Source: an optimization exercise on an open RTL-to-GDS flow (aim: small area and a short achievable clock period). Production flows keep margins and buffers that such runs may drop. Where RTL was checked, it was by simulation tests only, not by an equivalence proof against the original. For runs 2 to 6, only the layout was checked, not whether the RTL still works. Power and IR drop assume default switching activity.

$ cat design/flow/design.v
module flop 
#(parameter WIDTH = 8)
(input              	clk,
 input  	[WIDTH-1:0] d,
 output reg [WIDTH-1:0] q
);
  always@(posedge clk)
    q <= d;
endmodule
module ahb_decoder(
	input  [31:0] HADDR,
    output [3:0]  HSEL
);
  assign HSEL[0] = (HADDR[31:16] == 16'h0000);     
  assign HSEL[1] = (HADDR[31:17] == 15'h0001);     
  assign HSEL[2] = (HADDR[31:4]  == 28'h2020000);  
  assign HSEL[3] = (HADDR[31:8]  == 24'h200030);   
endmodule
module ahb_mux(
	input  [3:0]  HSEL,
    input  [31:0] HRDATA0, HRDATA1, HRDATA2, HRDATA3,
	output [31:0] HRDATA
);
  assign HRDATA = ({32{HSEL[0]}} & HRDATA0) |
                  ({32{HSEL[1]}} & HRDATA1) |
                  ({32{HSEL[2]}} & HRDATA2) |
                  ({32{HSEL[3]}} & HRDATA3);
endmodule
module ahb_rom(
    input  [7:2]  HADDR,
    output [31:0] HRDATA
);
  reg [31:0] rom[63:0];  
  initial
      $readmemh("rom_contents.dat",rom);
  assign HRDATA = rom[HADDR[7:2]];
endmodule
module ahb_ram(
	input         HCLK,
    input         WE,         
    input  [3:0]  WADDR,      
    input  [31:0] HWDATA,
    input  [3:0]  RADDR,      
	output [31:0] RDATA       
);
  reg [31:0] ram[15:0];  
  wire [15:0] rsel = 16'b1 << RADDR;
  reg  [31:0] rd;
  integer i;
  always@(*) begin
    rd = 32'b0;
    for (i = 0; i < 16; i = i + 1)
      rd = rd | ({32{rsel[i]}} & ram[i]);
  end
  assign RDATA = (WE & (WADDR == RADDR)) ? HWDATA : rd;
  always@(posedge HCLK)
    if (WE) ram[WADDR] <= HWDATA;
endmodule
module ahb_gpio(input  logic        HCLK,
                input  logic        HRESETn,
                input  logic        WE,       
                input  logic        WADDR,    
                input  logic [31:0] HWDATA,
                input  logic        RADDR,    
                output logic [31:0] RDATA,    
                output logic [31:0] pins_out,
                output logic [31:0] pins_dir);
  logic [31:0] port_d, dir_d;
  assign port_d = (WE & ~WADDR) ? HWDATA : pins_out;
  assign dir_d  = (WE &  WADDR) ? HWDATA : pins_dir;
  always_ff @(posedge HCLK or negedge HRESETn)
    if (~HRESETn) begin
      pins_out <= 32'b0;   
      pins_dir <= 32'b0;   
    end else begin
      pins_out <= port_d;
      pins_dir <= dir_d;
    end
  assign RDATA = RADDR ? dir_d : (dir_d & port_d);
endmodule
module ahb_timer(
	input         HCLK,
    input         HRESETn,
    input         WE,          
    input  [2:0]  WADDR,       
    input  [31:0] HWDATA,
    input  [2:0]  RADDR,       
    output [31:0] RDATA
);
  reg  [3:0]  cs;
  reg  [31:0] clo, chi;
  reg  [31:0] c0, c1, c2, c3;
  reg         clo_max;          
  wire [31:0] clo_d, chi_d, c0_d, c1_d, c2_d, c3_d;
  wire [3:0]  match, clr;
  wire [7:0]  wsel = {8{WE}} & (8'b1 << WADDR);
  wire [31:0] clo_inc = clo + 1;
  wire [31:0] chi_inc = chi + clo_max;
  assign clo_d = wsel[1] ? HWDATA : clo_inc;
  assign chi_d = wsel[2] ? HWDATA : chi_inc;
  assign c0_d  = wsel[3] ? HWDATA : c0;
  assign c1_d  = wsel[4] ? HWDATA : c1;
  assign c2_d  = wsel[5] ? HWDATA : c2;
  assign c3_d  = wsel[6] ? HWDATA : c3;
  assign clr = {4{wsel[0]}} & HWDATA[3:0];
  assign match[0] = ~clr[0] & (cs[0] | (clo == c0));
  assign match[1] = ~clr[1] & (cs[1] | (clo == c1));
  assign match[2] = ~clr[2] & (cs[2] | (clo == c2));
  assign match[3] = ~clr[3] & (cs[3] | (clo == c3));
  always@(posedge HCLK or negedge HRESETn)
    if (~HRESETn) begin
      cs  <= 4'b0;    
      clo_max <= 1'b0;
      clo <= 32'b0;   
      chi <= 32'b0;   
      c0  <= 32'b0;   
      c1  <= 32'b0;   
      c2  <= 32'b0;   
      c3  <= 32'b0;   
    end 
	else begin
      cs  <= match;
      clo <= clo_d;
      clo_max <= &clo_d;
      chi <= chi_d;
      c0  <= c0_d;
      c1  <= c1_d;
      c2  <= c2_d;
      c3  <= c3_d;
    end    
  wire [7:0] rsel = 8'b1 << RADDR;
  assign RDATA = ({32{rsel[0]}} & {28'b0, match}) |
                 ({32{rsel[1]}} & clo_d) |
                 ({32{rsel[2]}} & chi_d) |
                 ({32{rsel[3]}} & c0_d) |
                 ({32{rsel[4]}} & c1_d) |
                 ({32{rsel[5]}} & c2_d) |
                 ({32{rsel[6]}} & c3_d);
endmodule
module ahb_lite(
	input        HCLK,
    input        HRESETn,
    input [31:0] HADDR,
    input        HWRITE,
    input [31:0] HWDATA,
    output[31:0] HRDATA,
    input [31:0] pins_in,
    output[31:0] pins_out,
    output[31:0] pins_dir
);
  wire [3:0]  HSEL;
  wire [31:0] RD0, RD1, RD2, RD3, RDNEXT;
  wire [31:0] RDDEL;
  wire [2:0]  WSEL, WSELDEL;
  wire [3:0]  WADDRDEL;
  wire        PINSELDEL;
  ahb_decoder dec(HADDR, HSEL);
  assign WSEL = {3{HWRITE}} & HSEL[3:1];
  flop #(3)   wselreg(HCLK, WSEL, WSELDEL);
  flop #(4)   waddrreg(HCLK, HADDR[5:2], WADDRDEL);
  ahb_rom     rom  (HADDR[7:2], RD0);
  ahb_ram     ram  (HCLK, WSELDEL[0], WADDRDEL, HWDATA, HADDR[5:2], RD1);
  ahb_gpio    gpio (HCLK, HRESETn, WSELDEL[1], WADDRDEL[0], HWDATA, HADDR[2], RD2, pins_out, pins_dir);
  ahb_timer   timer(HCLK, HRESETn, WSELDEL[2], WADDRDEL[2:0], HWDATA, HADDR[4:2], RD3);
  ahb_mux     mux(HSEL, RD0, RD1, RD2, RD3, RDNEXT);
  flop #(32)  rdreg(HCLK, RDNEXT, RDDEL);
  flop #(1)   pinselreg(HCLK, HSEL[2] & ~HADDR[2], PINSELDEL);
  assign HRDATA = RDDEL | ({32{PINSELDEL}} & ~pins_dir & pins_in);
endmodule
$ cat design/flow/rom_contents.dat
7857DD86
22222222
BA6F875C
940EEE3C
4DC2A627
33406BC4
E325FAA6
B938451E
68FB90D7
C1D8FAC1
B7740A63
C2354E2B
43E58844
887E8400
3EC33DD6
A2DA95A8
12345678
23456789
7F90ADE7
5AAB0A37
6A769806
86FF0DE2
BA4E6C36
9D9B532A
F6978770
37D72E4A
4F3D4E7B
8B389064
B43D4318
548A84A5
84F42B4B
131DB618
BB3A6A06
C63D5F77
FFE9EC11
DDFA7FA4
34D57084
B070E384
C0A9C8BE
BA49C19F
77F1CAF0
ECB736D8
B5834F4C
D4DD79D3
DF354788
A70B967A
25FBAB1B
88177ABD
366DADC0
DE11EE00
6972F683
FAACED22
0EF8E010
C54BE01C
597538CB
A0F09780
6AA45FE0
7744001A
1FCA7DA2
B9AE5C8F
BE564059
2393446A
C34797C4
53BDF64D
$ cat design/flow/flow/run.sh
#!/bin/bash
# Standard layout, with small port buffers and the pins_in/HRDATA pins paired.
set -euo pipefail
here=$(pwd)
export BUFFER_PORTS_ARGS="-buffer_cell sky130_fd_sc_hd__buf_1"
export PRE_IO_PLACEMENT_TCL=$here/flow/io.tcl
bash standard.sh > $here/standard.log 2>&1
$ cat design/flow/flow/io.tcl
# keep each pins_in bit beside the HRDATA bit it feeds
set_io_pin_constraint -group -order -pin_names {pins_in[0] HRDATA[0] pins_in[1] HRDATA[1] pins_in[2] HRDATA[2] pins_in[3] HRDATA[3] pins_in[4] HRDATA[4] pins_in[5] HRDATA[5] pins_in[6] HRDATA[6] pins_in[7] HRDATA[7] pins_in[8] HRDATA[8] pins_in[9] HRDATA[9] pins_in[10] HRDATA[10] pins_in[11] HRDATA[11] pins_in[12] HRDATA[12] pins_in[13] HRDATA[13] pins_in[14] HRDATA[14] pins_in[15] HRDATA[15] pins_in[16] HRDATA[16] pins_in[17] HRDATA[17] pins_in[18] HRDATA[18] pins_in[19] HRDATA[19] pins_in[20] HRDATA[20] pins_in[21] HRDATA[21] pins_in[22] HRDATA[22] pins_in[23] HRDATA[23] pins_in[24] HRDATA[24] pins_in[25] HRDATA[25] pins_in[26] HRDATA[26] pins_in[27] HRDATA[27] pins_in[28] HRDATA[28] pins_in[29] HRDATA[29] pins_in[30] HRDATA[30] pins_in[31] HRDATA[31]}
$ cat design/flow/standard.sh
#!/bin/bash
# synth_recipe.tcl (not shown) runs the flow's synth.tcl, then flattens the netlist and writes it again
# the make line also repeats each setting of config.mk as NAME=value (left out here)
make -C /OpenROAD-flow-scripts/flow DESIGN_CONFIG=/design/flow/config.mk WORK_HOME=/design/flow/orfs CLKGATE_MAP_FILE= SYNTH_SCRIPT=/design/flow/synth_recipe.tcl "${@:-finish}"
$ cat design/flow/config.mk
export PLATFORM = sky130hd
export DESIGN_NAME = ahb_lite
export DESIGN_NICKNAME = ahb_lite
export VERILOG_FILES = /design/flow/design.v
export SDC_FILE = /design/flow/constraint.sdc
export NUM_CORES = 4
export LEC_CHECK = 0
export CAP_MARGIN = 20
export CORE_MARGIN = 2
export CORE_UTILIZATION = 45
export CTS_CLUSTER_DIAMETER = 100
export CTS_CLUSTER_SIZE = 20
export SETUP_SLACK_MARGIN = 4.5
export SLEW_MARGIN = 20
$ cat design/flow/constraint.sdc
create_clock -name core_clock -period 8.0 [get_ports {HCLK}]
set_input_delay 1.6000 -clock core_clock [delete_from_list [all_inputs] [get_ports {HCLK}]]
set_output_delay 1.6000 -clock core_clock [all_outputs]
set_load 0.01 [all_outputs]
==> key figures, run 1 <==
Status
  • Status: finished clean

Synthesis
  • Post-synthesis simple-gate area fraction: 9.64%
  • Synthesis Warnings: 8
  • Post-Synthesis Cells: 3055
  • Number of synthesized register bits: 813
  • Sequential-to-total area share from yosys stat: 60.2%
  • Ys async rst share: 32.1%
  • Mux share of post-synthesis cell area: 7.28%
  • Post-synthesis adder-cell area fraction: 0.531%
  • Compound-gate portion of the synthesized area: 14.9%
  • Main flop type after synthesis: edfxtp_1
  • Xor/xnor share of the synthesized area: 4.27%
  • Mean post-synth cell area: 12.3 um2
  • Largest family of logic cells by synthesized area: compound AO/OA/AOI/OAI gates
  • Synth cell types: 84
  • Syn nets: 3170
  • Synthesized area: 37700 um2
  • EDFF count, synth: 512

Placed design
  • GP Congestion: 0.977
  • Detailed placer's ending HPWL: 101000 um
  • Area of placed instances: 39900 um2
  • I/O Buffers: 192

Global routing
  • First-pass GRT wire length: 219000 um
  • Largest net degree at the start of global routing: 78
  • Vias in the first global route: 27800
  • GR Util All Layers: 36.1%
  • Grt ovf: 0
  • Initial antenna violation count: 14

Worst hold path
  • Hold Path Depth: 1
  • Hold EP: gpio.pins_out[13]$_DFF_PN0_
  • Min-delay src: gpio.pins_out[13]$_DFF_PN0_
  • Worst hold path type: register to register

Finish
  • Most common cell after layout, fill and taps aside: edfxtp_1
  • Final instance area: 43100 um2
  • P&R area growth vs syn: 14.4%
  • Final #Nets: 3337
  • Ratio of cells with drive above 1 in the final layout: 20.0%
  • FILL cells: 7141
  • Post-layout util: 51.8%
  • Commonest cells after routing, fill and taps aside: edfxtp_1 (512), dfrtp_1 (261), nand2_1 (194), mux2_2 (186), xnor2_1 (160)

Setup path
  • Crit path max fanout: 1
  • R2r startpoint: timer.clo[3]$_DFF_PN0_
  • Reg2Reg Depth: 7
  • Worst path cell trace: buf_1, nand2_2, o21bai_4, buf_6
  • Worst path slowest cell: o21bai_4
  • Worst R2R End: timer.clo_max$_DFF_PN0_
  • Crit path largest cell delay: 0.25 ns
  • Crit Path Category: primary input to output port
  • Critical Path AT: 2.22 ns
  • Startpoint Class: primary input
  • Reg2Reg Setup Slack: 4.51 ns
  • Critical Path RT: 6.40 ns
  • Crit end category: output port

STA
  • FMAX: 0.262 GHz
  • Unrepaired setup endpoints after global routing: true
  • Rel. slew slack: 27.9%
  • Sum Neg Setup Slack: 0 ns
  • Slew Viols, Final: 0
  • Final hold violations: 0
  • Tmin final: 3.82 ns
  • Setup violators final: 0
  • Final period utilization: 47.7%
  • Final Skew: 0.0475 ns
  • Worst-margin pin slew: 1.05 ns

CTS
  • Root Driver: clkbuf_16
  • CTS buffer count: 47
  • Hold buffers post-CTS: 0
  • H-Tree Level Count: 2
  • Clock tree buffer depth: 3
  • Clock insertion delay at the later pin of the skew report: 0.65 ns
  • CTS clk-pin slew, worst paths: 0.08 ns
  • CTS Sinks: 813
  • TritonCTS clock tree: yes

Detailed routing
  • Pre-Repair DR Iteration Count: 9
  • Initial DRC Count: 4917
  • Residual DRC: 0
  • Post-route ant nets: 0
  • Drt total wl: 161000 um
  • Routed vias: 29700
  • Routed WL per cell: 37.0 um
  • Via density: 6.84

Floorplan
  • Die width: 294 um
  • Die area: 86100 um2
  • Initial core utilization: 45.3%
  • Standard-cell row count: 106
  • Io pins: 195
  • Core footprint: 83300 um2
  • Die Height: 294 um

Power and ir drop
  • Static leakage: 0.0150 uW
  • Max VDD drop: 0.155 mV
  • Power density over the cells: 201 nW/um2

Job
  • Maxcap violations: 0
[registers in the layout, summed over array words and instances (netlist names)]
name / flops
ram.ram: 512
gpio.pins_dir: 32
gpio.pins_out: 32
rdreg.q: 32
timer.c0: 32
timer.c1: 32
timer.c2: 32
timer.c3: 32
timer.chi: 32
timer.clo: 32
timer.cs: 4
waddrreg.q: 4
wselreg.q: 3
pinselreg.q: 1
timer.clo_max: 1
[Yosys cell counts, types with 32 or more instances]
master,count,area [um2]
dfrtp_1,261,6530
dfxtp_1,40,801
buf_1,35,131
a21oi_1,106,531
a22o_1,51,447
clkbuf_1,179,672
mux2i_1,38,380
nand2_1,201,754
o21ai_0,138,691
nor2_1,151,567
buf_2,47,235
nand3_1,83,415
mux2_2,186,2090
edfxtp_1,512,15400
a22oi_1,150,1130
o211ai_1,34,255
nand4_1,82,513
a221oi_1,50,438
nor3_1,43,215
xnor2_1,160,1400
a31oi_1,32,200
[critical path: cells and delay by family]
family	cells	cell delay [ns]
simple gates	1	0.12
compound gates	1	0.25
buf+inv	2	0.24
[cells by family after synthesis]
family	after synthesis
flip-flops	813
AO/OA/AOI/OAI	786
AND/OR/NAND/NOR	725
buffers and inverters	295
multiplexers	236
XOR/XNOR	184
adder cells (fa/ha/maj)	16
[per-layer routing]
layer	wire (um)	GRT usage, %	up-vias
li1	-	-	12000
met1	61700	49.5	15200
met2	70600	54.2	2109
met3	18100	7.65	387
met4	10300	18.9	14
met5	79	0	-
[area by class of cell]
| class | count | area, um2 | share of cell area, % |
|---|---|---|---|
| Sequential cell | 813 | 22700 | 52.6 |
| Multi-Input combinational cell | 1950 | 14700 | 34.0 |
| Timing Repair Buffer | 385 | 2860 | 6.63 |
| Tap cell | 1080 | 1350 | 3.13 |
| Clock buffer | 83 | 1310 | 3.04 |
| Inverter | 25 | 111 | 0.258 |
| Clock inverter | 5 | 98.8 | 0.229 |
| Antenna cell | 5 | 12.5 | 0.0290 |
[what timing repair did]
item	CTS	global route
gates resized for setup	200	56
pin swaps	33	24
endpoints found under the setup margin	66	58
gates cloned	6	4
buffers inserted	43	31
[worst max path at each step]
| stage | start | to | slack [ns] |
|---|---|---|---|
| 3_5_place_dp | HADDR[2] | rdreg.q[29]$_DFF_P_ | 2.32 |
| 5_1_grt | pins_in[1] | HRDATA[1] | 4.19 |
| 2_1_floorplan | HADDR[2] | rdreg.q[21]$_DFF_P_ | 4.36 |
| 4_1_cts | pins_in[1] | HRDATA[1] | 4.14 |
| 3_3_place_gp | HADDR[2] | rdreg.q[29]$_DFF_P_ | 2.35 |
| 6_report | pins_in[1] | HRDATA[1] | 4.18 |
[power breakdown]
part / total [uW] / leakage [uW] / switching, uW / internal [uW]
clock network: 2600 / 0.000664 / 1460 / 1140
logic: 1310 / 0.00633 / 848 / 459
registers: 4760 / 0.00796 / 217 / 4550
[metrics by stage]
step / total power [uW] / hold slack, ns / setup slack (ns) / cells
floorplan: 5480 / 0.478 / 4.36 / 3055
global placement: 6000 / 0.509 / 2.35 / 4168
detailed placement: 6010 / 0.513 / 2.32 / 4169
CTS: 8600 / 0.537 / 4.14 / 4306
global route: 8860 / 0.554 / 4.19 / 4341
finish: 8670 / 0.537 / 4.18 / 4346
==> inputs of run 2 (changes only) <==
--- a/design/flow/design.v
+++ b/design/flow/design.v
@@ -64,4 +64,5 @@
                 input  logic        RADDR,    
                 output logic [31:0] RDATA,    
+                output logic [31:0] INDIR,    
                 output logic [31:0] pins_out,
                 output logic [31:0] pins_dir);
@@ -78,4 +79,5 @@
     end
   assign RDATA = RADDR ? dir_d : (dir_d & port_d);
+  assign INDIR = ~dir_d;
 endmodule
 module ahb_timer(
@@ -90,7 +92,9 @@
   reg  [3:0]  cs;
   reg  [31:0] clo, chi;
-  reg  [31:0] c0, c1, c2, c3;
-  reg         clo_max;          
-  wire [31:0] clo_d, chi_d, c0_d, c1_d, c2_d, c3_d;
+  reg  [31:0] c0r, c1r, c2r, c3r;   
+  reg  [3:0]  cv;                   
+  reg         clo_max;              
+  wire [31:0] clo_d, chi_d;
+  wire [31:0] c0, c1, c2, c3;
   wire [3:0]  match, clr;
   wire [7:0]  wsel = {8{WE}} & (8'b1 << WADDR);
@@ -99,42 +103,45 @@
   assign clo_d = wsel[1] ? HWDATA : clo_inc;
   assign chi_d = wsel[2] ? HWDATA : chi_inc;
-  assign c0_d  = wsel[3] ? HWDATA : c0;
-  assign c1_d  = wsel[4] ? HWDATA : c1;
-  assign c2_d  = wsel[5] ? HWDATA : c2;
-  assign c3_d  = wsel[6] ? HWDATA : c3;
+  assign c0 = {32{cv[0]}} & c0r;
+  assign c1 = {32{cv[1]}} & c1r;
+  assign c2 = {32{cv[2]}} & c2r;
+  assign c3 = {32{cv[3]}} & c3r;
+  wire clo_zero = (clo == 32'b0);
   assign clr = {4{wsel[0]}} & HWDATA[3:0];
-  assign match[0] = ~clr[0] & (cs[0] | (clo == c0));
-  assign match[1] = ~clr[1] & (cs[1] | (clo == c1));
-  assign match[2] = ~clr[2] & (cs[2] | (clo == c2));
-  assign match[3] = ~clr[3] & (cs[3] | (clo == c3));
+  assign match[0] = ~clr[0] & (cs[0] | (cv[0] ? (clo == c0r) : clo_zero));
+  assign match[1] = ~clr[1] & (cs[1] | (cv[1] ? (clo == c1r) : clo_zero));
+  assign match[2] = ~clr[2] & (cs[2] | (cv[2] ? (clo == c2r) : clo_zero));
+  assign match[3] = ~clr[3] & (cs[3] | (cv[3] ? (clo == c3r) : clo_zero));
   always@(posedge HCLK or negedge HRESETn)
     if (~HRESETn) begin
       cs  <= 4'b0;    
-      clo_max <= 1'b0;
       clo <= 32'b0;   
       chi <= 32'b0;   
-      c0  <= 32'b0;   
-      c1  <= 32'b0;   
-      c2  <= 32'b0;   
-      c3  <= 32'b0;   
+      cv  <= 4'b0;    
+      clo_max <= 1'b0;
     end 
 	else begin
       cs  <= match;
       clo <= clo_d;
+      chi <= chi_d;
+      cv  <= cv | wsel[6:3];
       clo_max <= &clo_d;
-      chi <= chi_d;
-      c0  <= c0_d;
-      c1  <= c1_d;
-      c2  <= c2_d;
-      c3  <= c3_d;
     end    
+  always@(posedge HCLK) begin
+    if (wsel[3]) c0r <= HWDATA;
+    if (wsel[4]) c1r <= HWDATA;
+    if (wsel[5]) c2r <= HWDATA;
+    if (wsel[6]) c3r <= HWDATA;
+  end
   wire [7:0] rsel = 8'b1 << RADDR;
-  assign RDATA = ({32{rsel[0]}} & {28'b0, match}) |
-                 ({32{rsel[1]}} & clo_d) |
-                 ({32{rsel[2]}} & chi_d) |
-                 ({32{rsel[3]}} & c0_d) |
-                 ({32{rsel[4]}} & c1_d) |
-                 ({32{rsel[5]}} & c2_d) |
-                 ({32{rsel[6]}} & c3_d);
+  wire       fwd  = WE & (WADDR == RADDR) & (RADDR != 3'd0) & (RADDR != 3'd7);
+  assign RDATA = fwd ? HWDATA :
+                 (({32{rsel[0]}} & {28'b0, match}) |
+                  ({32{rsel[1]}} & clo_inc) |
+                  ({32{rsel[2]}} & chi_inc) |
+                  ({32{rsel[3]}} & c0) |
+                  ({32{rsel[4]}} & c1) |
+                  ({32{rsel[5]}} & c2) |
+                  ({32{rsel[6]}} & c3));
 endmodule
 module ahb_lite(
@@ -154,5 +161,5 @@
   wire [2:0]  WSEL, WSELDEL;
   wire [3:0]  WADDRDEL;
-  wire        PINSELDEL;
+  wire [31:0] INDIR, PINSELDEL;
   ahb_decoder dec(HADDR, HSEL);
   assign WSEL = {3{HWRITE}} & HSEL[3:1];
@@ -161,9 +168,9 @@
   ahb_rom     rom  (HADDR[7:2], RD0);
   ahb_ram     ram  (HCLK, WSELDEL[0], WADDRDEL, HWDATA, HADDR[5:2], RD1);
-  ahb_gpio    gpio (HCLK, HRESETn, WSELDEL[1], WADDRDEL[0], HWDATA, HADDR[2], RD2, pins_out, pins_dir);
+  ahb_gpio    gpio (HCLK, HRESETn, WSELDEL[1], WADDRDEL[0], HWDATA, HADDR[2], RD2, INDIR, pins_out, pins_dir);
   ahb_timer   timer(HCLK, HRESETn, WSELDEL[2], WADDRDEL[2:0], HWDATA, HADDR[4:2], RD3);
   ahb_mux     mux(HSEL, RD0, RD1, RD2, RD3, RDNEXT);
   flop #(32)  rdreg(HCLK, RDNEXT, RDDEL);
-  flop #(1)   pinselreg(HCLK, HSEL[2] & ~HADDR[2], PINSELDEL);
-  assign HRDATA = RDDEL | ({32{PINSELDEL}} & ~pins_dir & pins_in);
+  flop #(32)  pinselreg(HCLK, {32{HSEL[2] & ~HADDR[2]}} & INDIR, PINSELDEL);
+  assign HRDATA = RDDEL | (PINSELDEL & pins_in);
 endmodule
==> design/flow/flow/run.sh (replaced) <==
#!/bin/bash
# Standard layout, with small port buffers.
set -euo pipefail
here=$(pwd)
export BUFFER_PORTS_ARGS="-buffer_cell sky130_fd_sc_hd__buf_1"
bash standard.sh > $here/standard.log 2>&1
removed: design/flow/flow/io.tcl
==> key figures, run 2 <==
Status
  • Status: finished clean

Synthesis
  • Synth top area cells: edfxtp_1 (51%), dfrtp_1 (9.1%), dfxtp_1 (3.8%)
  • Ys async rst share: 16.2% (-16 points)
  • Top-count cell post-synth: edfxtp_1
  • Cell taking the most area after synthesis: edfxtp_1
  • Mean post-synth cell area: 12.9 um2 (+4.2%)
  • Synthesized area: 37800 um2 (+0.17%)
  • Share of the synthesized area in the top cell type: 50.9% (+10 points)
  • EDFF count, synth: 640 (+25%)
  • Main flop type after synthesis: edfxtp_1
  • Syn nets: 3053 (-3.7%)
  • Post-Synthesis Cells: 2937 (-3.9%)
  • Most instantiated cells after synthesis: edfxtp_1 (640), nor2_1 (202), clkbuf_1 (165)
  • Number of synthesized register bits: 848 (+4.3%)
  • Synthesis Warnings: 7 (-1)
  • Sequential-to-total area share from yosys stat: 63.7% (+3.5 points)
  • Synth cell types: 81 (-3.6%)

Setup path
  • Reg2Reg Depth: 7 (unchanged)
  • Startpoint Class: primary input
  • Crit end category: output port
  • Critical Path RT: 6.40 ns (about the same)
  • Crit path max fanout: 1 (unchanged)
  • Worst R2R End: timer.clo_max$_DFF_PN0_
  • Reg2Reg Setup Slack: 4.67 ns (+0.16 ns)
  • Crit Path Category: primary input to output port
  • Worst Setup EP: HRDATA[0]
  • Crit path from: pins_in[0]
  • Critical Path AT: 2.05 ns (-0.17 ns)
  • R2r startpoint: timer.clo[14]$_DFF_PN0_

Job
  • Maxcap violations: 0 (unchanged)

Detailed routing
  • Post-route ant nets: 0 (unchanged)
  • Residual DRC: 0 (unchanged)
  • Initial DRC Count: 4463 (-9.2%)
  • Drt total wl: 151000 um (-6.3%)
  • Via density: 6.83 (-0.18%)
  • Routed vias: 28700 (-3.3%)
  • Routed WL per cell: 35.7 um (-3.3%)
  • Pre-Repair DR Iteration Count: 7 (-2)

Floorplan
  • Die Height: 294 um (about the same)
  • Die area: 86300 um2 (+0.17%)
  • Initial core utilization: 45.3% (about the same)
  • Die width: 294 um (about the same)
  • Standard-cell row count: 106 (unchanged)
  • Core footprint: 83400 um2 (+0.16%)
  • Io pins: 195 (unchanged)

Global routing
  • Grt ovf: 0 (unchanged)
  • Vias in the first global route: 26900 (-3.2%)
  • Initial antenna violation count: 5 (-9)
  • Largest net degree at the start of global routing: 69 (-12%)
  • GR Util All Layers: 33.3% (-2.8 points)
  • First-pass GRT wire length: 204000 um (-6.8%)

Finish
  • Fin cells: 4210 (-3.1%)
  • P&R area growth vs syn: 14.0%
  • Number of flip-flops in the largest register: 512 (unchanged)
  • Most common cell after layout, fill and taps aside: edfxtp_1
  • Largest Register: ram.ram
  • Final #Nets: 3226 (-3.3%)
  • Commonest cells after routing, fill and taps aside: edfxtp_1 (640), nor2_1 (180), a22oi_1 (156), buf_1 (146), dfrtp_1 (136)
  • Final instance area: 43100 um2 (-0.11%)
  • Ratio of cells with drive above 1 in the final layout: 15.9% (-4.1 points)

STA
  • Tmin final: 3.65 ns (-0.170 ns)
  • Final Skew: 0.0336 ns (-0.0139 ns)
  • Unrepaired setup endpoints after global routing: true
  • FMAX: 0.274 GHz (+4.7%)
  • Final hold violations: 0 (unchanged)
  • Rel. slew slack: 29.5% (+1.6 points)
  • Slew Viols, Final: 0 (unchanged)
  • Worst-margin pin slew: 1.06 ns (+0.00254 ns)
  • Final period utilization: 45.6% (-2.1 points)
  • Setup violators final: 0 (unchanged)
  • Sum Neg Setup Slack: 0 ns (unchanged)
  • Min Hold Slack: 0.529 ns (-0.00740 ns)

CTS
  • Clock tree buffer depth: 3 (unchanged)
  • Hold buffers post-CTS: 0 (unchanged)
  • CTS Sinks: 848 (+4.3%)
  • CTS buffer count: 49 (+4.3%)
  • H-Tree Level Count: 2 (unchanged)
  • CTS clk-pin slew, worst paths: 0.08 ns (about the same)
  • TritonCTS clock tree: yes
  • Clock insertion delay at the later pin of the skew report: 0.66 ns (about the same)
  • Root Driver: clkbuf_16

Placed design
  • Area of placed instances: 39900 um2 (about the same)
  • Detailed placer's ending HPWL: 92100 um (-8.4%)
  • I/O Buffers: 192 (unchanged)
  • GP Congestion: 1.02 (+4.1%)
  • Placed cell count: 4078 (-2.2%)

Power and ir drop
  • Max VDD drop: 0.156 mV (+1.1%)
  • Power density over the cells: 198 nW/um2 (-1.7%)
  • Static leakage: 0.0145 uW (-2.7%)
  • Tot Pwr: 8510 uW (-1.8%)

Worst hold path
  • Worst hold path type: register to register
-- run 2: cell count changes after synthesis, sizes merged, moves of 22 or more --
cell,previous run,this run
edfxtp,512,640
dfrtp,261,137
mux2,186,75
nand2,201,104
xor2,24,112
xnor2,160,77
nor2,151,202
o2111ai,5,39
a21o,2,34
dfxtp,40,71
o21bai,31,5
a221oi,50,72
mux2i,38,16
-- run 2: area by class of cell --
type                            count  area, um2
Antenna cell                        3       7.51
Clock buffer                       61       1270
Clock inverter                      7        123
Fill cell                        7120      40300
Inverter                           23        110
Multi-Input combinational cell   1832      13300
Sequential cell                   848      24100
Tap cell                         1080       1350
Timing Repair Buffer              356       2820
-- run 2: worst min path at each step --
stage / startpoint / end / slack, ns / cells after the start
2_1_floorplan: timer.cv[0]$_DFF_PN0_ / timer.cv[0]$_DFF_PN0_ / 0.48 / 2
3_3_place_gp: gpio.pins_out[26]$_DFF_PN0_ / gpio.pins_out[26]$_DFF_PN0_ / 0.50 / 1
3_5_place_dp: gpio.pins_out[3]$_DFF_PN0_ / gpio.pins_out[3]$_DFF_PN0_ / 0.51 / 1
4_1_cts: gpio.pins_out[3]$_DFF_PN0_ / gpio.pins_out[3]$_DFF_PN0_ / 0.53 / 1
5_1_grt: gpio.pins_out[12]$_DFF_PN0_ / gpio.pins_out[12]$_DFF_PN0_ / 0.55 / 1
6_report: gpio.pins_out[3]$_DFF_PN0_ / gpio.pins_out[3]$_DFF_PN0_ / 0.53 / 1
-- run 2: report_power, final --
| group | switching [uW] | internal [uW] |
|---|---|---|
| registers | 150 | 4780 |
| logic | 627 | 326 |
| clock network | 1490 | 1140 |
| total | 2270 | 6250 |
-- run 2: cells by family (layout without fill, tap and decap cells) --
family	count (synthesis)	in the layout	synth area share [%]
flip-flops	848	848	63.7
AO/OA/AOI/OAI	824	824	15.7
AND/OR/NAND/NOR	701	703	9.55
buffers and inverters	259	447	3.02
XOR/XNOR	189	189	4.38
multiplexers	99	99	3.14
adder cells (fa/ha/maj)	17	17	0.563
other	0	3	0
-- run 2: stage by stage --
stage	utilization, %	setup slack, ns
final	51.6	4.35
after global routing	51.6	4.35
after CTS	50.7	4.34
after detailed placement	47.8	2.55
after global placement	47.8	2.54
after floorplan	-	4.49
-- run 2: layer usage --
metal  track usage (%)  wire (um)
met1              47.2      59200
met2              51.1      67200
met3              5.24      16800
met4              14.1       7230
met5                 0          0
-- run 2: critical path, stage by stage --
cell	delay [ns]
buf_1	0.07
a21o_1	0.21
buf_2	0.16
-- run 2: repair_timing --
item / 4_1_cts / 5_1_grt
setup endpoints to repair: 97 / 62
gates cloned: 8 / 11
pin swaps: 20 / 32
resized for setup: 148 / 81
setup buffers: 17 / 23
==> inputs of run 3 (changes only) <==
==> design/flow/flow/run.sh (replaced) <==
#!/bin/bash
# Standard layout, with small port buffers and the pins_in/HRDATA pins paired.
set -euo pipefail
here=$(pwd)
export BUFFER_PORTS_ARGS="-buffer_cell sky130_fd_sc_hd__buf_1"
export PRE_IO_PLACEMENT_TCL=$here/flow/io.tcl
bash standard.sh > $here/standard.log 2>&1
==> design/flow/flow/io.tcl (new file) <==
# keep each pins_in bit beside the HRDATA bit it feeds
set_io_pin_constraint -group -order -pin_names {pins_in[0] HRDATA[0] pins_in[1] HRDATA[1] pins_in[2] HRDATA[2] pins_in[3] HRDATA[3] pins_in[4] HRDATA[4] pins_in[5] HRDATA[5] pins_in[6] HRDATA[6] pins_in[7] HRDATA[7] pins_in[8] HRDATA[8] pins_in[9] HRDATA[9] pins_in[10] HRDATA[10] pins_in[11] HRDATA[11] pins_in[12] HRDATA[12] pins_in[13] HRDATA[13] pins_in[14] HRDATA[14] pins_in[15] HRDATA[15] pins_in[16] HRDATA[16] pins_in[17] HRDATA[17] pins_in[18] HRDATA[18] pins_in[19] HRDATA[19] pins_in[20] HRDATA[20] pins_in[21] HRDATA[21] pins_in[22] HRDATA[22] pins_in[23] HRDATA[23] pins_in[24] HRDATA[24] pins_in[25] HRDATA[25] pins_in[26] HRDATA[26] pins_in[27] HRDATA[27] pins_in[28] HRDATA[28] pins_in[29] HRDATA[29] pins_in[30] HRDATA[30] pins_in[31] HRDATA[31]}
==> key figures, run 3 <==
Setup path
  • Crit Path Category: primary input to register
  • Crit path from: HADDR[3]
  • R2r startpoint: timer.clo[0]$_DFF_PN0_
  • Critical Path RT: 8.54 ns (+2.14 ns)
  • Crit path largest cell delay: 0.51 ns (+0.30 ns)
  • Crit end category: register
  • Worst R2R End: rdreg.q[20]$_DFF_P_
  • Critical Path AT: 4.23 ns (+2.18 ns)
  • Worst path cell trace: buf_8, buf_12, inv_12, ha_4, nor3b_4, buf_12, buf_12, a22o_1, a221oi_4, nand4_1, mux2_4, a21oi_4, o21ai_1
  • Reg2Reg Depth: 8 (+1)
  • Most used cell along the critical path: buf_12
  • Worst path slowest cell: nand4_1
  • Reg2Reg Setup Slack: 4.69 ns (+0.02 ns)
  • Crit path max fanout: 7 (+6)
  • Startpoint Class: primary input

Finish
  • Final instance area: 43600 um2 (+1.3%)
  • Most common cell after layout, fill and taps aside: edfxtp_1
  • Commonest cells after routing, fill and taps aside: edfxtp_1 (640), nor2_1 (179), a22oi_1 (152), buf_1 (148), buf_4 (139)
  • Ratio of cells with drive above 1 in the final layout: 17.6% (+1.7 points)
  • Number of flip-flops in the largest register: 512 (unchanged)
  • Final #Nets: 3262 (+1.1%)
  • Largest Register: ram.ram
  • P&R area growth vs syn: 15.5%
  • FILL cells: 7121 (+0.014%)

CTS
  • CTS Sinks: 848 (unchanged)
  • Clock tree buffer depth: 3 (unchanged)
  • CTS clk-pin slew, worst paths: 0.09 ns (about the same)
  • TritonCTS clock tree: yes
  • CTS buffer count: 49 (unchanged)
  • Root Driver: clkbuf_16
  • H-Tree Level Count: 2 (unchanged)
  • Clock insertion delay at the later pin of the skew report: 0.67 ns (about the same)

Global routing
  • Global route hottest layer: met2
  • Met1 usage in global routing: 46.7% (-0.48 points)
  • First-pass GRT wire length: 207000 um (+1.5%)
  • GR Layer Usage met2: 53.1% (+2.0 points)
  • M3 GR Usage: 6.71% (+1.5 points)
  • Initial antenna violation count: 12 (+7)
  • Vias in the first global route: 26700 (-0.95%)
  • Grt ovf: 0 (unchanged)
  • Largest net degree at the start of global routing: 94 (+36%)
  • GR Util All Layers: 34.0% (+0.73 points)

Synthesis
  • Most instantiated cells after synthesis: edfxtp_1 (640), nor2_1 (202), clkbuf_1 (165)
  • Synth cell types: 81 (unchanged)
  • Number of synthesized register bits: 848 (unchanged)
  • Ys async rst share: 16.2% (unchanged)
  • Top-count cell post-synth: edfxtp_1
  • EDFF count, synth: 640 (unchanged)
  • Synth top area cells: edfxtp_1 (51%), dfrtp_1 (9.1%), dfxtp_1 (3.8%)
  • Post-Synthesis Cells: 2937 (unchanged)
  • Mean post-synth cell area: 12.9 um2 (unchanged)
  • Sequential-to-total area share from yosys stat: 63.7% (unchanged)
  • Cell taking the most area after synthesis: edfxtp_1
  • Syn nets: 3053 (unchanged)
  • Synthesis Warnings: 7 (unchanged)
  • Main flop type after synthesis: edfxtp_1
  • Synthesized area: 37800 um2 (unchanged)
  • Share of the synthesized area in the top cell type: 50.9% (unchanged)

Detailed routing
  • Initial DRC Count: 4290 (-3.9%)
  • Routed vias: 28600 (-0.38%)
  • Pre-Repair DR Iteration Count: 6 (-1)
  • Routed WL per cell: 35.4 um (-0.88%)
  • Via density: 6.72 (-1.6%)
  • Post-route ant nets: 0 (unchanged)
  • Drt total wl: 151000 um (+0.32%)
  • Residual DRC: 0 (unchanged)

Power and ir drop
  • Clock power frac: 31.4% (+0.5 points)
  • Static leakage: 0.0148 uW (+1.7%)
  • Reg power frac: 57.2% (-0.7 points)
  • Max VDD drop: 0.191 mV (+22%)
  • P_sw: 2290 uW (+1.1%)
  • Logic gate share of total power: 11.4% (+0.2 points)
  • Power density over the cells: 197 nW/um2 (-0.20%)
  • Switching share of power: 26.6% (about the same)
  • Internal power: 6310 uW (+1.0%)

STA
  • Final hold violations: 0 (unchanged)
  • Rel. slew slack: 21.8% (-7.7 points)
  • FMAX: 0.272 GHz (-0.95%)
  • Final Skew: 0.0534 ns (+0.0198 ns)
  • Setup violators final: 0 (unchanged)
  • Final period utilization: 46.0% (+0.44 points)
  • Tmin final: 3.68 ns (+0.0350 ns)
  • Worst-margin pin slew: 1.17 ns (+0.112 ns)
  • Unrepaired setup endpoints after global routing: true
  • Sum Neg Setup Slack: 0 ns (unchanged)
  • Slew Viols, Final: 0 (unchanged)

Floorplan
  • Die width: 294 um (unchanged)
  • Standard-cell row count: 106 (unchanged)
  • Die area: 86300 um2 (unchanged)
  • Die Height: 294 um (unchanged)
  • Io pins: 195 (unchanged)
  • Core footprint: 83400 um2 (unchanged)
  • Initial core utilization: 45.3% (unchanged)

Worst hold path
  • Min-delay src: gpio.pins_out[15]$_DFF_PN0_
  • Hold EP: gpio.pins_out[15]$_DFF_PN0_
  • Hold Path Depth: 1 (unchanged)
  • Worst hold path type: register to register

Placed design
  • Detailed placer's ending HPWL: 94300 um (+2.5%)
  • I/O Buffers: 192 (unchanged)
  • Area of placed instances: 39900 um2 (about the same)
  • GP Congestion: 0.977 (-3.9%)

Status
  • Status: finished clean

Job
  • Maxcap violations: 0 (unchanged)
==> run 3: cell counts after synthesis <==
Identical to the previous run, type by type.
==> run 3: worst max path at each step <==
stage,end,cells after the start,slack [ns]
6_report,rdreg.q[22]$_DFF_P_,13,4.32
3_5_place_dp,rdreg.q[28]$_DFF_P_,11,2.59
2_1_floorplan,rdreg.q[28]$_DFF_P_,12,4.49
4_1_cts,HRDATA[4],3,4.34
3_3_place_gp,rdreg.q[10]$_DFF_P_,13,2.60
5_1_grt,rdreg.q[7]$_DFF_P_,12,4.32
==> run 3: cells by family (layout without fill, tap and decap cells) <==
logic type                 count (synthesis)  after routing  synth area share [%]
buffers and inverters                    259            499                  3.02
AOI/OAI and AO/OA                        824            824                  15.7
other                                      0              3                     0
DFF                                      848            848                  63.7
and+or+nand+nor                          701            702                  9.55
xor gates and xnor gates                 189            189                  4.38
muxes                                     99             99                  3.14
adders and majority gates                 17             17                 0.563
==> run 3: power by group through the flow <==
stage / Clock, uW / Sequential, uW / Combinational, uW
detailed placement: 0 / 5010 / 854
CTS: 2700 / 4910 / 930
global placement: 0 / 5010 / 849
global route: 2860 / 4920 / 1020
floorplan: 0 / 4910 / 538
finish: 2700 / 4920 / 982
==> run 3: cell type report <==
class                      count  area, um2  area share, %
antenna                        3       7.51         0.0172
clock buffer                  77       1360           3.12
clock inverter                 6        116          0.267
inverter                      23        113          0.258
multi-input combinational   1831      13500           31.0
sequential                   848      24100           55.2
tap                         1080       1350           3.10
timing repair buffer         393       3080           7.06
==> run 3: what timing repair did <==
action,4_1_cts,5_1_grt
resized for setup,176,99
setup endpoints to repair,96,66
hold buffers,0,0
gates cloned,14,3
setup buffers,48,31
pin swaps,32,52
==> run 3: metrics by stage <==
step	util [%]	std cells	setup slack, ns	total power [uW]	hold slack [ns]
2_1_floorplan	-	2937	4.49	5450	0.476
3_3_place_gp	47.8	4076	2.60	5860	0.498
3_5_place_dp	47.8	4077	2.59	5860	0.510
4_1_cts	51.5	4222	4.34	8550	0.530
5_1_grt	52.3	4258	4.32	8800	0.548
6_report	52.3	4261	4.32	8600	0.533
==> run 3: worst max-delay path, delay by kind of cell <==
family / cells / cell delay [ns]
simple gates: 2 / 0.69
compound gates: 4 / 0.70
buf+inv: 5 / 0.54
fa+ha+maj: 1 / 0.20
mux: 1 / 0.49
==> run 3: routing by layer <==
layer	wire, um	part of all wire, %	up-vias
li1	-	-	11900
met1	59200	39	14500
met2	68200	45	1983
met3	16300	11	285
met4	7190	4.8	4
met5	35	0.023	-
==> inputs of run 4 (changes only) <==
--- a/design/flow/config.mk
+++ b/design/flow/config.mk
@@ -11,4 +11,4 @@
 export CTS_CLUSTER_DIAMETER = 100
 export CTS_CLUSTER_SIZE = 20
-export SETUP_SLACK_MARGIN = 4.5
+export SETUP_SLACK_MARGIN = 5.0
 export SLEW_MARGIN = 20
==> key figures, run 4 <==
Status
  • Status: finished clean

Finish
  • Final instance area: 45200 um2 (+3.7%)
  • P&R area growth vs syn: 19.7%
  • FILL cells: 6915 (-2.9%)
  • Largest Register: ram.ram
  • Ratio of cells with drive above 1 in the final layout: 23.0% (+5.5 points)
  • Most common cell after layout, fill and taps aside: edfxtp_1
  • Commonest cells after routing, fill and taps aside: edfxtp_1 (640), buf_4 (173), nor2_1 (170), a22oi_1 (137), buf_1 (137)
  • Fin cells: 4325 (+1.5%)
  • Final #Nets: 3341 (+2.4%)
  • Number of flip-flops in the largest register: 512 (unchanged)

Detailed routing
  • Post-route ant nets: 0 (unchanged)
  • Pre-Repair DR Iteration Count: 9 (+3)
  • Routed WL per cell: 37.2 um (+4.9%)
  • Routed vias: 29700 (+3.8%)
  • Drt total wl: 161000 um (+6.4%)
  • Initial DRC Count: 4032 (-6.0%)
  • Via density: 6.87 (+2.3%)
  • Residual DRC: 0 (unchanged)

Global routing
  • GR Util All Layers: 36.2% (+2.2 points)
  • Initial antenna violation count: 11 (-1)
  • Largest net degree at the start of global routing: 73 (-22%)
  • Vias in the first global route: 27600 (+3.6%)
  • Grt ovf: 0 (unchanged)
  • First-pass GRT wire length: 218000 um (+5.4%)

Setup path
  • Family with the most delay on the worst path: compound AO/OA/AOI/OAI gates
  • Crit end category: register
  • Worst path cell trace: clkbuf_16, buf_16, ha_4, buf_6, and3b_2, buf_12, a22o_1, a221oi_1, nand4_1, o211ai_1, o2111ai_1
  • Crit path largest cell delay: 0.51 ns (about the same)
  • Critical Path AT: 4.25 ns (+0.02 ns)
  • Crit Path Category: primary input to register
  • Crit path max fanout: 7 (unchanged)
  • Worst path slowest cell: nand4_1
  • Bufs and invs on worst path: 4 (-1)
  • Critical Path RT: 8.52 ns (-0.02 ns)
  • Startpoint Class: primary input

Synthesis
  • Synthesized area: 37800 um2 (unchanged)
  • Top-count cell post-synth: edfxtp_1
  • Mean post-synth cell area: 12.9 um2 (unchanged)
  • Share of the synthesized area in the top cell type: 50.9% (unchanged)
  • Synthesis Warnings: 7 (unchanged)
  • Main flop type after synthesis: edfxtp_1
  • Number of synthesized register bits: 848 (unchanged)
  • Most instantiated cells after synthesis: edfxtp_1 (640), nor2_1 (202), clkbuf_1 (165)
  • Syn nets: 3053 (unchanged)
  • Post-Synthesis Cells: 2937 (unchanged)
  • Synth top area cells: edfxtp_1 (51%), dfrtp_1 (9.1%), dfxtp_1 (3.8%)
  • Sequential-to-total area share from yosys stat: 63.7% (unchanged)
  • Synth cell types: 81 (unchanged)
  • EDFF count, synth: 640 (unchanged)
  • Ys async rst share: 16.2% (unchanged)
  • Cell taking the most area after synthesis: edfxtp_1

Floorplan
  • Die area: 86300 um2 (unchanged)
  • Initial core utilization: 45.3% (unchanged)
  • Core footprint: 83400 um2 (unchanged)
  • Io pins: 195 (unchanged)
  • Standard-cell row count: 106 (unchanged)
  • Die width: 294 um (unchanged)
  • Die Height: 294 um (unchanged)

Power and ir drop
  • Max VDD drop: 0.180 mV (-5.8%)
  • Power density over the cells: 190 nW/um2 (-3.4%)
  • Static leakage: 0.0155 uW (+4.9%)

CTS
  • H-Tree Level Count: 2 (unchanged)
  • Clock tree buffer depth: 3 (unchanged)
  • CTS clk-pin slew, worst paths: 0.09 ns (about the same)
  • TritonCTS clock tree: yes
  • Root Driver: clkbuf_16
  • CTS Sinks: 848 (unchanged)
  • CTS buffer count: 48 (-2.0%)
  • Clock insertion delay at the later pin of the skew report: 0.67 ns (about the same)

STA
  • Tmin final: 3.73 ns (+0.0485 ns)
  • Sum Neg Setup Slack: 0 ns (unchanged)
  • Rel. slew slack: 34.9% (+13 points)
  • FMAX: 0.268 GHz (-1.3%)
  • Final Skew: 0.0610 ns (+0.00759 ns)
  • Worst-margin pin slew: 0.968 ns (-0.201 ns)
  • Unrepaired setup endpoints after global routing: true
  • Final period utilization: 46.6% (+0.61 points)
  • Setup violators final: 0 (unchanged)
  • Min Hold Slack: 0.530 ns (-0.00355 ns)
  • Final hold violations: 0 (unchanged)
  • Slew Viols, Final: 0 (unchanged)
  • Min setup slack post-route: 4.27 ns (-0.0485 ns)

Job
  • Maxcap violations: 0 (unchanged)

Placed design
  • Pre-CTS setup slack: 2.40 ns (-0.193 ns)
  • Placed cell count: 4076 (-0.025%)
  • Detailed placer's ending HPWL: 97100 um (+2.9%)
  • I/O Buffers: 192 (unchanged)
  • Area of placed instances: 40100 um2 (+0.72%)
  • GP Congestion: 0.960 (-1.8%)

Worst hold path
  • Worst hold path type: register to register
-- run 4: cell counts after synthesis --
Identical to the previous run, type by type.
-- run 4: worst register-to-register path, delay by kind of cell (launching register included) --
kind	cells	cell delay [ns]
xor gates and xnor gates	1	0.31
AOI/OAI and AO/OA	3	0.90
DFF	1	0.51
and+or+nand+nor	3	0.90
adders and majority gates	1	0.28
-- run 4: where the power goes --
group	switching, uW	total, uW	internal (uW)
Sequential	142	4930	4780
Combinational	706	1110	403
Clock	1460	2580	1120
-- run 4: cell type report --
class / count / area, um2 / share of cell area [%]
clock inverter: 5 / 93.8 / 0.207
timing repair buffer: 471 / 4200 / 9.28
multi-input combinational: 1833 / 14100 / 31.2
tap: 1080 / 1350 / 2.99
antenna: 3 / 7.51 / 0.0166
inverter: 23 / 126 / 0.279
sequential: 848 / 24100 / 53.3
clock buffer: 62 / 1250 / 2.77
-- run 4: kinds of logic (layout without fill, tap and decap cells) --
group / Yosys count / after routing / synth area share, %
AO/OA/AOI/OAI: 824 / 824 / 15.7
XOR/XNOR: 189 / 189 / 4.38
adder cells (fa/ha/maj): 17 / 17 / 0.563
buffers and inverters: 259 / 561 / 3.02
flip-flops: 848 / 848 / 63.7
multiplexers: 99 / 99 / 3.14
other: 0 / 3 / 0
AND/OR/NAND/NOR: 701 / 704 / 9.55
-- run 4: final timing paths --
check | startpoint | to | slack, ns | depth (start not counted)
setup / recovery | HADDR[2] | rdreg.q[20]$_DFF_P_ | 4.27 | 11
hold / removal | gpio.pins_out[20]$_DFF_PN0_ | gpio.pins_out[20]$_DFF_PN0_ | 0.53 | 1
setup reg to reg | timer.clo[1]$_DFF_PN0_ | rdreg.q[20]$_DFF_P_ | 4.94 | 8
hold reg to reg | gpio.pins_out[20]$_DFF_PN0_ | gpio.pins_out[20]$_DFF_PN0_ | 0.53 | 1
max in group asynchronous | HRESETn | gpio.pins_dir[5]$_DFF_PN0_ | 5.43 | 3
min in group asynchronous | HRESETn | timer.cs[1]$_DFF_PN0_ | 0.81 | 1
-- run 4: per-stage QoR --
step	power (uW)	util [%]
CTS	8530	53.4
global route	8810	54.2
global placement	5880	48.1
finish	8610	54.2
detailed placement	5890	48.1
floorplan	5470	-
-- run 4: repair_timing --
action | CTS | global route
cloned | 21 | 3
endpoints found under the hold margin | 0 | 0
pin swaps | 102 | 63
setup buffers | 128 | 25
hold buffers | 0 | 0
setup endpoints to repair | 98 | 143
resized for setup | 323 | 111
-- run 4: metal layers --
layer	routed length [um]	track usage (%)
met1	59900	48.7
met2	69800	54.6
met3	20200	8.60
met4	10800	19.3
met5	49	0
==> inputs of run 5 (changes only) <==
--- a/design/flow/config.mk
+++ b/design/flow/config.mk
@@ -9,6 +9,7 @@
 export CORE_MARGIN = 2
 export CORE_UTILIZATION = 45
-export CTS_CLUSTER_DIAMETER = 100
-export CTS_CLUSTER_SIZE = 20
-export SETUP_SLACK_MARGIN = 5.0
+export CTS_BUF_LIST = sky130_fd_sc_hd__clkbuf_8
+export CTS_CLUSTER_DIAMETER = 80
+export CTS_CLUSTER_SIZE = 14
+export SETUP_SLACK_MARGIN = 4.5
 export SLEW_MARGIN = 20
==> key figures, run 5 <==
Setup path
  • Worst path cell trace: buf_8, buf_12, inv_16, ha_4, buf_12, nor3b_2, buf_12, a22o_1, a221oi_4, nand4_1, mux2_4, a21oi_4, o21ai_1
  • Crit path largest cell delay: 0.51 ns (about the same)
  • Crit end category: register
  • Worst Setup EP: rdreg.q[22]$_DFF_P_
  • Worst R2R End: rdreg.q[26]$_DFF_P_
  • Reg2Reg Setup Slack: 4.57 ns (-0.37 ns)
  • Most used cell along the critical path: buf_12
  • Startpoint Class: primary input
  • Worst path slowest cell: nand4_1
  • Critical Path AT: 4.34 ns (+0.09 ns)
  • Reg2Reg Depth: 8 (unchanged)
  • R2r startpoint: timer.clo[0]$_DFF_PN0_
  • Critical Path RT: 8.60 ns (+0.08 ns)
  • Crit Path Category: primary input to register
  • Crit path from: HADDR[3]
  • Crit path max fanout: 29 (+22)

Status
  • Status: finished clean

Floorplan
  • Core footprint: 83400 um2 (unchanged)
  • Standard-cell row count: 106 (unchanged)
  • Die area: 86300 um2 (unchanged)
  • Io pins: 195 (unchanged)
  • Initial core utilization: 45.3% (unchanged)
  • Die Height: 294 um (unchanged)
  • Die width: 294 um (unchanged)

Detailed routing
  • Routed WL per cell: 34.6 um (-6.9%)
  • Post-route ant nets: 0 (unchanged)
  • Drt total wl: 148000 um (-8.2%)
  • Via density: 6.67 (-3.0%)
  • Routed vias: 28400 (-4.3%)
  • Residual DRC: 0 (unchanged)
  • Initial DRC Count: 4240 (+5.2%)
  • Pre-Repair DR Iteration Count: 8 (-1)

Finish
  • Commonest cells after routing, fill and taps aside: edfxtp_1 (640), nor2_1 (180), a22oi_1 (154), buf_1 (148), dfrtp_1 (137)
  • Most common cell after layout, fill and taps aside: edfxtp_1
  • Fin cells: 4264 (-1.4%)
  • Ratio of cells with drive above 1 in the final layout: 17.1% (-6.0 points)
  • Largest Register: ram.ram
  • Number of flip-flops in the largest register: 512 (unchanged)
  • P&R area growth vs syn: 13.7%
  • Final #Nets: 3264 (-2.3%)

STA
  • Tmin final: 3.74 ns (+0.00667 ns)
  • Sum Neg Setup Slack: 0 ns (unchanged)
  • Final hold violations: 0 (unchanged)
  • Worst-margin pin slew: 1.13 ns (+0.159 ns)
  • Slew Viols, Final: 0 (unchanged)
  • Rel. slew slack: 24.7% (-10 points)
  • Final period utilization: 46.7% (+0.083 points)
  • FMAX: 0.267 GHz (-0.18%)
  • Min setup slack post-route: 4.26 ns (-0.00667 ns)
  • Min Hold Slack: 0.533 ns (+0.00360 ns)
  • Final Skew: 0.0325 ns (-0.0285 ns)
  • Setup violators final: 0 (unchanged)
  • Unrepaired setup endpoints after global routing: true

Synthesis
  • Share of the synthesized area in the top cell type: 50.9% (unchanged)
  • Mean post-synth cell area: 12.9 um2 (unchanged)
  • Ys async rst share: 16.2% (unchanged)
  • Largest family of logic cells by synthesized area: compound AO/OA/AOI/OAI gates
  • Mux share of post-synthesis cell area: 3.14% (unchanged)
  • Post-synthesis simple-gate area fraction: 9.55% (unchanged)
  • Top-count cell post-synth: edfxtp_1
  • Number of synthesized register bits: 848 (unchanged)
  • Synthesized area: 37800 um2 (unchanged)
  • Xor/xnor share of the synthesized area: 4.38% (unchanged)
  • Main flop type after synthesis: edfxtp_1
  • Synth cell types: 81 (unchanged)
  • Most instantiated cells after synthesis: edfxtp_1 (640), nor2_1 (202), clkbuf_1 (165)
  • Synthesis Warnings: 7 (unchanged)
  • EDFF count, synth: 640 (unchanged)
  • Post-Synthesis Cells: 2937 (unchanged)
  • Compound-gate portion of the synthesized area: 15.7% (unchanged)
  • Syn nets: 3053 (unchanged)
  • Post-synthesis adder-cell area fraction: 0.563% (unchanged)
  • Sequential-to-total area share from yosys stat: 63.7% (unchanged)
  • Synth top area cells: edfxtp_1 (51%), dfrtp_1 (9.1%), dfxtp_1 (3.8%)
  • Cell taking the most area after synthesis: edfxtp_1

Placed design
  • GP Congestion: 0.977 (+1.8%)
  • Placed cell count: 4077 (+0.025%)
  • Detailed placer's ending HPWL: 94300 um (-2.9%)
  • Pre-CTS setup slack: 2.59 ns (+0.193 ns)
  • I/O Buffers: 192 (unchanged)

CTS
  • Clock tree buffer depth: 3 (unchanged)
  • CTS clk-pin slew, worst paths: 0.10 ns (about the same)
  • Root Driver: clkbuf_8
  • H-Tree Level Count: 3 (+1)
  • CTS buffer count: 71 (+48%)
  • CTS Sinks: 848 (unchanged)
  • Clock insertion delay at the later pin of the skew report: 0.72 ns (+0.05 ns)
  • TritonCTS clock tree: yes

Power and ir drop
  • Power density over the cells: 191 nW/um2 (+0.52%)
  • Max VDD drop: 0.193 mV (+7.2%)
  • Static leakage: 0.0146 uW (-5.8%)
  • Tot Pwr: 8230 uW (-4.5%)

Global routing
  • Largest net degree at the start of global routing: 94 (+29%)
  • First-pass GRT wire length: 205000 um (-6.1%)
  • Grt ovf: 0 (unchanged)
  • GR Util All Layers: 33.6% (-2.6 points)
  • Vias in the first global route: 26800 (-3.0%)
  • Initial antenna violation count: 11 (unchanged)

Worst hold path
  • Worst hold path type: register to register
  • Hold Path Depth: 1 (unchanged)

Job
  • Maxcap violations: 0 (unchanged)
## run 5: cell counts after synthesis
Identical to the previous run, type by type.
## run 5: cell type report
cell class / count / area, um2
fill: 7215 / 40500
sequential: 848 / 24100
multi-input combinational: 1831 / 13400
timing repair buffer: 373 / 2790
tap: 1080 / 1350
clock buffer: 72 / 991
clock inverter: 34 / 214
inverter: 23 / 114
antenna: 3 / 7.51
## run 5: routing by layer
layer | vias up | GRT usage [%] | routed length (um)
met3 | 296 | 6.90 | 15300
met4 | 8 | 14.3 | 7050
met2 | 1865 | 51.8 | 66400
li1 | 11900 | - | -
met1 | 14400 | 46.4 | 58800
met5 | - | 0 | 49
## run 5: what timing repair did
action | in CTS | in global routing
setup endpoints to repair | 96 | 64
setup buffers | 40 | 25
cloned | 9 | 2
hold buffers | 0 | 0
resized for setup | 151 | 93
pin swaps | 28 | 46
## run 5: how the worst min path moves through the flow
stage / start / endpoint / slack (ns)
2_1_floorplan: timer.cv[0]$_DFF_PN0_ / timer.cv[0]$_DFF_PN0_ / 0.48
3_3_place_gp: gpio.pins_out[1]$_DFF_PN0_ / gpio.pins_out[1]$_DFF_PN0_ / 0.50
3_5_place_dp: gpio.pins_out[15]$_DFF_PN0_ / gpio.pins_out[15]$_DFF_PN0_ / 0.51
4_1_cts: gpio.pins_out[15]$_DFF_PN0_ / gpio.pins_out[15]$_DFF_PN0_ / 0.53
5_1_grt: gpio.pins_out[9]$_DFF_PN0_ / gpio.pins_out[9]$_DFF_PN0_ / 0.55
6_report: gpio.pins_out[15]$_DFF_PN0_ / gpio.pins_out[15]$_DFF_PN0_ / 0.53
## run 5: metrics by stage
step                      cell area, um2  util (%)
final                              43000      51.5
after global routing               43000      51.5
after CTS                          42300      50.8
after detailed placement           39900      47.8
after global placement             39800      47.8
after floorplan                    38000         -
## run 5: report_power, final
group / switching [uW] / internal (uW)
Sequential: 142 / 4780
Combinational: 635 / 326
Clock: 1460 / 882
## run 5: cells by family after synthesis
kind of cell             Yosys count
flip-flops                       848
AO/OA/AOI/OAI                    824
AND/OR/NAND/NOR                  701
buffers and inverters            259
XOR/XNOR                         189
multiplexers                      99
adder cells (fa/ha/maj)           17
## run 5: critical path: cells and delay by family
family	cells	cell delay [ns]
mux	1	0.49
compound gates	4	0.77
buf+inv	5	0.60
fa+ha+maj	1	0.16
simple gates	2	0.67
==> inputs of run 6 (changes only) <==
--- a/design/flow/design.v
+++ b/design/flow/design.v
@@ -42,5 +42,6 @@
     input  [31:0] HWDATA,
     input  [3:0]  RADDR,      
-	output [31:0] RDATA       
+	output [31:0] RDATA,      
+    output        FWD         
 );
   reg [31:0] ram[15:0];  
@@ -53,5 +54,6 @@
       rd = rd | ({32{rsel[i]}} & ram[i]);
   end
-  assign RDATA = (WE & (WADDR == RADDR)) ? HWDATA : rd;
+  assign RDATA = rd;
+  assign FWD   = WE & (WADDR == RADDR);
   always@(posedge HCLK)
     if (WE) ram[WADDR] <= HWDATA;
@@ -88,5 +90,6 @@
     input  [31:0] HWDATA,
     input  [2:0]  RADDR,       
-    output [31:0] RDATA
+    output [31:0] RDATA,
+    output        FWD          
 );
   reg  [3:0]  cs;
@@ -135,7 +138,6 @@
   end
   wire [7:0] rsel = 8'b1 << RADDR;
-  wire       fwd  = WE & (WADDR == RADDR) & (RADDR != 3'd0) & (RADDR != 3'd7);
-  assign RDATA = fwd ? HWDATA :
-                 (({32{rsel[0]}} & {28'b0, match}) |
+  assign FWD   = WE & (WADDR == RADDR) & (RADDR != 3'd0) & (RADDR != 3'd7);
+  assign RDATA = ({32{rsel[0]}} & {28'b0, match}) |
                   ({32{rsel[1]}} & clo_inc) |
                   ({32{rsel[2]}} & chi_inc) |
@@ -143,5 +145,5 @@
                   ({32{rsel[4]}} & c1) |
                   ({32{rsel[5]}} & c2) |
-                  ({32{rsel[6]}} & c3));
+                  ({32{rsel[6]}} & c3);
 endmodule
 module ahb_lite(
@@ -157,5 +159,6 @@
 );
   wire [3:0]  HSEL;
-  wire [31:0] RD0, RD1, RD2, RD3, RDNEXT;
+  wire [31:0] RD0, RD1, RD2, RD3, RDSEL, RDNEXT;
+  wire        FWD1, FWD3;
   wire [31:0] RDDEL;
   wire [2:0]  WSEL, WSELDEL;
@@ -167,8 +170,9 @@
   flop #(4)   waddrreg(HCLK, HADDR[5:2], WADDRDEL);
   ahb_rom     rom  (HADDR[7:2], RD0);
-  ahb_ram     ram  (HCLK, WSELDEL[0], WADDRDEL, HWDATA, HADDR[5:2], RD1);
+  ahb_ram     ram  (HCLK, WSELDEL[0], WADDRDEL, HWDATA, HADDR[5:2], RD1, FWD1);
   ahb_gpio    gpio (HCLK, HRESETn, WSELDEL[1], WADDRDEL[0], HWDATA, HADDR[2], RD2, INDIR, pins_out, pins_dir);
-  ahb_timer   timer(HCLK, HRESETn, WSELDEL[2], WADDRDEL[2:0], HWDATA, HADDR[4:2], RD3);
-  ahb_mux     mux(HSEL, RD0, RD1, RD2, RD3, RDNEXT);
+  ahb_timer   timer(HCLK, HRESETn, WSELDEL[2], WADDRDEL[2:0], HWDATA, HADDR[4:2], RD3, FWD3);
+  ahb_mux     mux(HSEL, RD0, RD1, RD2, RD3, RDSEL);
+  assign RDNEXT = ((HSEL[1] & FWD1) | (HSEL[3] & FWD3)) ? HWDATA : RDSEL;
   flop #(32)  rdreg(HCLK, RDNEXT, RDDEL);
   flop #(32)  pinselreg(HCLK, {32{HSEL[2] & ~HADDR[2]}} & INDIR, PINSELDEL);
--- a/design/flow/config.mk
+++ b/design/flow/config.mk
@@ -9,7 +9,6 @@
 export CORE_MARGIN = 2
 export CORE_UTILIZATION = 45
-export CTS_BUF_LIST = sky130_fd_sc_hd__clkbuf_8
-export CTS_CLUSTER_DIAMETER = 80
-export CTS_CLUSTER_SIZE = 14
+export CTS_CLUSTER_DIAMETER = 100
+export CTS_CLUSTER_SIZE = 20
 export SETUP_SLACK_MARGIN = 4.5
 export SLEW_MARGIN = 20
==> key figures, run 6 <==
Status
  • Status: finished clean

STA
  • Slew Viols, Final: 0 (unchanged)
  • Rel. slew slack: 34.6% (+9.9 points)
  • Worst-margin pin slew: 0.981 ns (-0.146 ns)
  • FMAX: 0.273 GHz (+2.2%)
  • Setup violators final: 0 (unchanged)

Floorplan
  • Die width: 293 um (-0.10%)
  • Standard-cell row count: 106 (unchanged)
  • Initial core utilization: 45.3% (about the same)
  • Core footprint: 83300 um2 (-0.16%)
  • Die area: 86100 um2 (-0.20%)

CTS
  • CTS buffer count: 49 (-31%)
  • CTS Sinks: 848 (unchanged)
  • CTS clk-pin slew, worst paths: 0.09 ns (about the same)
  • Clock tree buffer depth: 3 (unchanged)
  • Root Driver: clkbuf_16

Job
  • Maxcap violations: 0 (unchanged)

Finish
  • Ratio of cells with drive above 1 in the final layout: 19.1% (+2.1 points)
  • Commonest cells after routing, fill and taps aside: edfxtp_1 (640), nor2_1 (196), buf_1 (153), xor2_1 (144), dfrtp_1 (135)
  • FILL cells: 7085 (-1.8%)
  • P&R area growth vs syn: 16.5%

Placed design
  • Placed cell count: 4083 (+0.15%)
  • Detailed placer's ending HPWL: 91200 um (-3.3%)
  • I/O Buffers: 192 (unchanged)

Global routing
  • GR Util All Layers: 33.9% (+0.29 points)
  • Initial antenna violation count: 6 (-5)
  • Vias in the first global route: 26500 (-1.2%)
  • Largest net degree at the start of global routing: 76 (-19%)

Power and ir drop
  • Tot Pwr: 8480 uW (+3.1%)
  • Static leakage: 0.0151 uW (+3.2%)
  • Logic gate share of total power: 11.0% (-0.7 points)
  • Internal power: 6250 uW (+4.4%)

Detailed routing
  • Post-route ant nets: 0 (unchanged)

Synthesis
  • Synthesized area: 37700 um2 (-0.21%)
  • Main flop type after synthesis: edfxtp_1
  • Top-count cell post-synth: edfxtp_1
  • Synth cell types: 85 (+4.9%)
  • Cell taking the most area after synthesis: edfxtp_1
  • Most instantiated cells after synthesis: edfxtp_1 (640), nor2_1 (211), clkbuf_1 (171)
  • Synth top area cells: edfxtp_1 (51%), dfrtp_1 (9.1%), dfxtp_1 (3.8%)
  • Sequential-to-total area share from yosys stat: 63.8% (+0.13 points)
  • Synthesis Warnings: 7 (unchanged)

Setup path
  • Reg2Reg Depth: 8 (unchanged)
  • Startpoint Class: primary input
  • Crit end category: register
  • Crit path max fanout: 6 (-79%)
  • Critical Path RT: 8.50 ns (-0.10 ns)

Worst hold path
  • Worst hold path type: register to register
  • Hold Path Depth: 1 (unchanged)
-- run 6: cell types whose count changed after synthesis, moves of 14 or more --
| cell | delta |
|---|---|
| o2111ai_1 | -32 |
| nand2_1 | +15 |
| xor2_1 | +32 |
| buf_1 | +14 |
| xnor2_1 | -31 |
| o211ai_1 | -27 |
| a22o_1 | +23 |
| a22oi_1 | -28 |
| a221oi_1 | +22 |
-- run 6: cell families (layout without fill, tap and decap cells) --
group / Yosys count / in the layout / share of synthesized area [%]
flops: 848 / 848 / 63.8
compound gates: 813 / 813 / 15.4
simple gates: 719 / 720 / 9.81
buf+inv: 262 / 482 / 2.78
xor+xnor: 190 / 190 / 4.41
mux: 99 / 99 / 3.22
fa+ha+maj: 17 / 17 / 0.564
other cells: 0 / 2 / 0
-- run 6: final timing paths --
check	to	slack, ns	startpoint
setup / recovery	rdreg.q[31]$_DFF_P_	4.34	HADDR[3]
hold / removal	gpio.pins_out[11]$_DFF_PN0_	0.53	gpio.pins_out[11]$_DFF_PN0_
setup reg to reg	rdreg.q[30]$_DFF_P_	4.60	timer.clo[0]$_DFF_PN0_
hold reg to reg	gpio.pins_out[11]$_DFF_PN0_	0.53	gpio.pins_out[11]$_DFF_PN0_
max in group asynchronous	timer.chi[24]$_DFF_PN0_	6.05	HRESETn
min in group asynchronous	timer.clo[6]$_DFF_PN0_	0.78	HRESETn
-- run 6: worst max-delay path, stage by stage --
cell      delay [ns]
buf_8           0.10
buf_12          0.14
buf_8           0.12
ha_4            0.16
buf_12          0.13
and3b_4         0.22
buf_6           0.14
buf_12          0.14
a22oi_2         0.15
nand3_1         0.11
a21oi_2         0.13
nand4_1         0.38
a221oi_2        0.43
a41oi_2         0.17
-- run 6: final cells by class --
type	count	share of cell area, %
diodes	2	0.0114
repair buffers	393	7.42
clock buffers	63	2.93
clock inverters	7	0.265
multi-input cells	1839	31.3
inverters	19	0.234
well taps	1080	3.08
flip-flops and latches	848	54.8
-- run 6: per-layer routing --
layer  routed length [um]  GRT usage [%]
met3                15200           5.30
met2                66900           51.5
met1                60600           48.2
met4                 7940           15.4
met5                    0              0
-- run 6: power by group through the flow --
stage / Combinational, uW / Clock, uW / Sequential, uW
floorplan: 501 / 0 / 4910
detailed placement: 799 / 0 / 5010
CTS: 877 / 2660 / 4920
finish: 932 / 2620 / 4930
global placement: 794 / 0 / 5010
global route: 965 / 2800 / 4930
-- run 6: repair_timing --
action / 4_1_cts / 5_1_grt
pin swaps: 37 / 66
endpoints found under the setup margin: 97 / 67
gates resized for setup: 191 / 122
endpoints found under the hold margin: 0 / 0
cloned: 14 / 5
hold buffers: 0 / 0
setup buffers: 46 / 31
-- run 6: stage by stage --
| step | utilization, % | instance area, um2 | setup WS (ns) | hold slack, ns |
|---|---|---|---|---|
| 2_1_floorplan | - | 38200 | 3.98 | 0.472 |
| 3_3_place_gp | 48.1 | 40100 | 2.55 | 0.503 |
| 3_5_place_dp | 48.1 | 40100 | 2.59 | 0.510 |
| 4_1_cts | 51.7 | 43100 | 4.35 | 0.530 |
| 5_1_grt | 52.7 | 43900 | 4.37 | 0.551 |
| 6_report | 52.7 | 43900 | 4.34 | 0.534 |

Check on run 6: ideal ports give 4.343 ns setup slack; a clkbuf_16 on the clock port and buf_2 on the inputs give 4.368 ns; moving port delays by the midpoint clock arrival (0.721 ns) as well gives 3.653 ns.
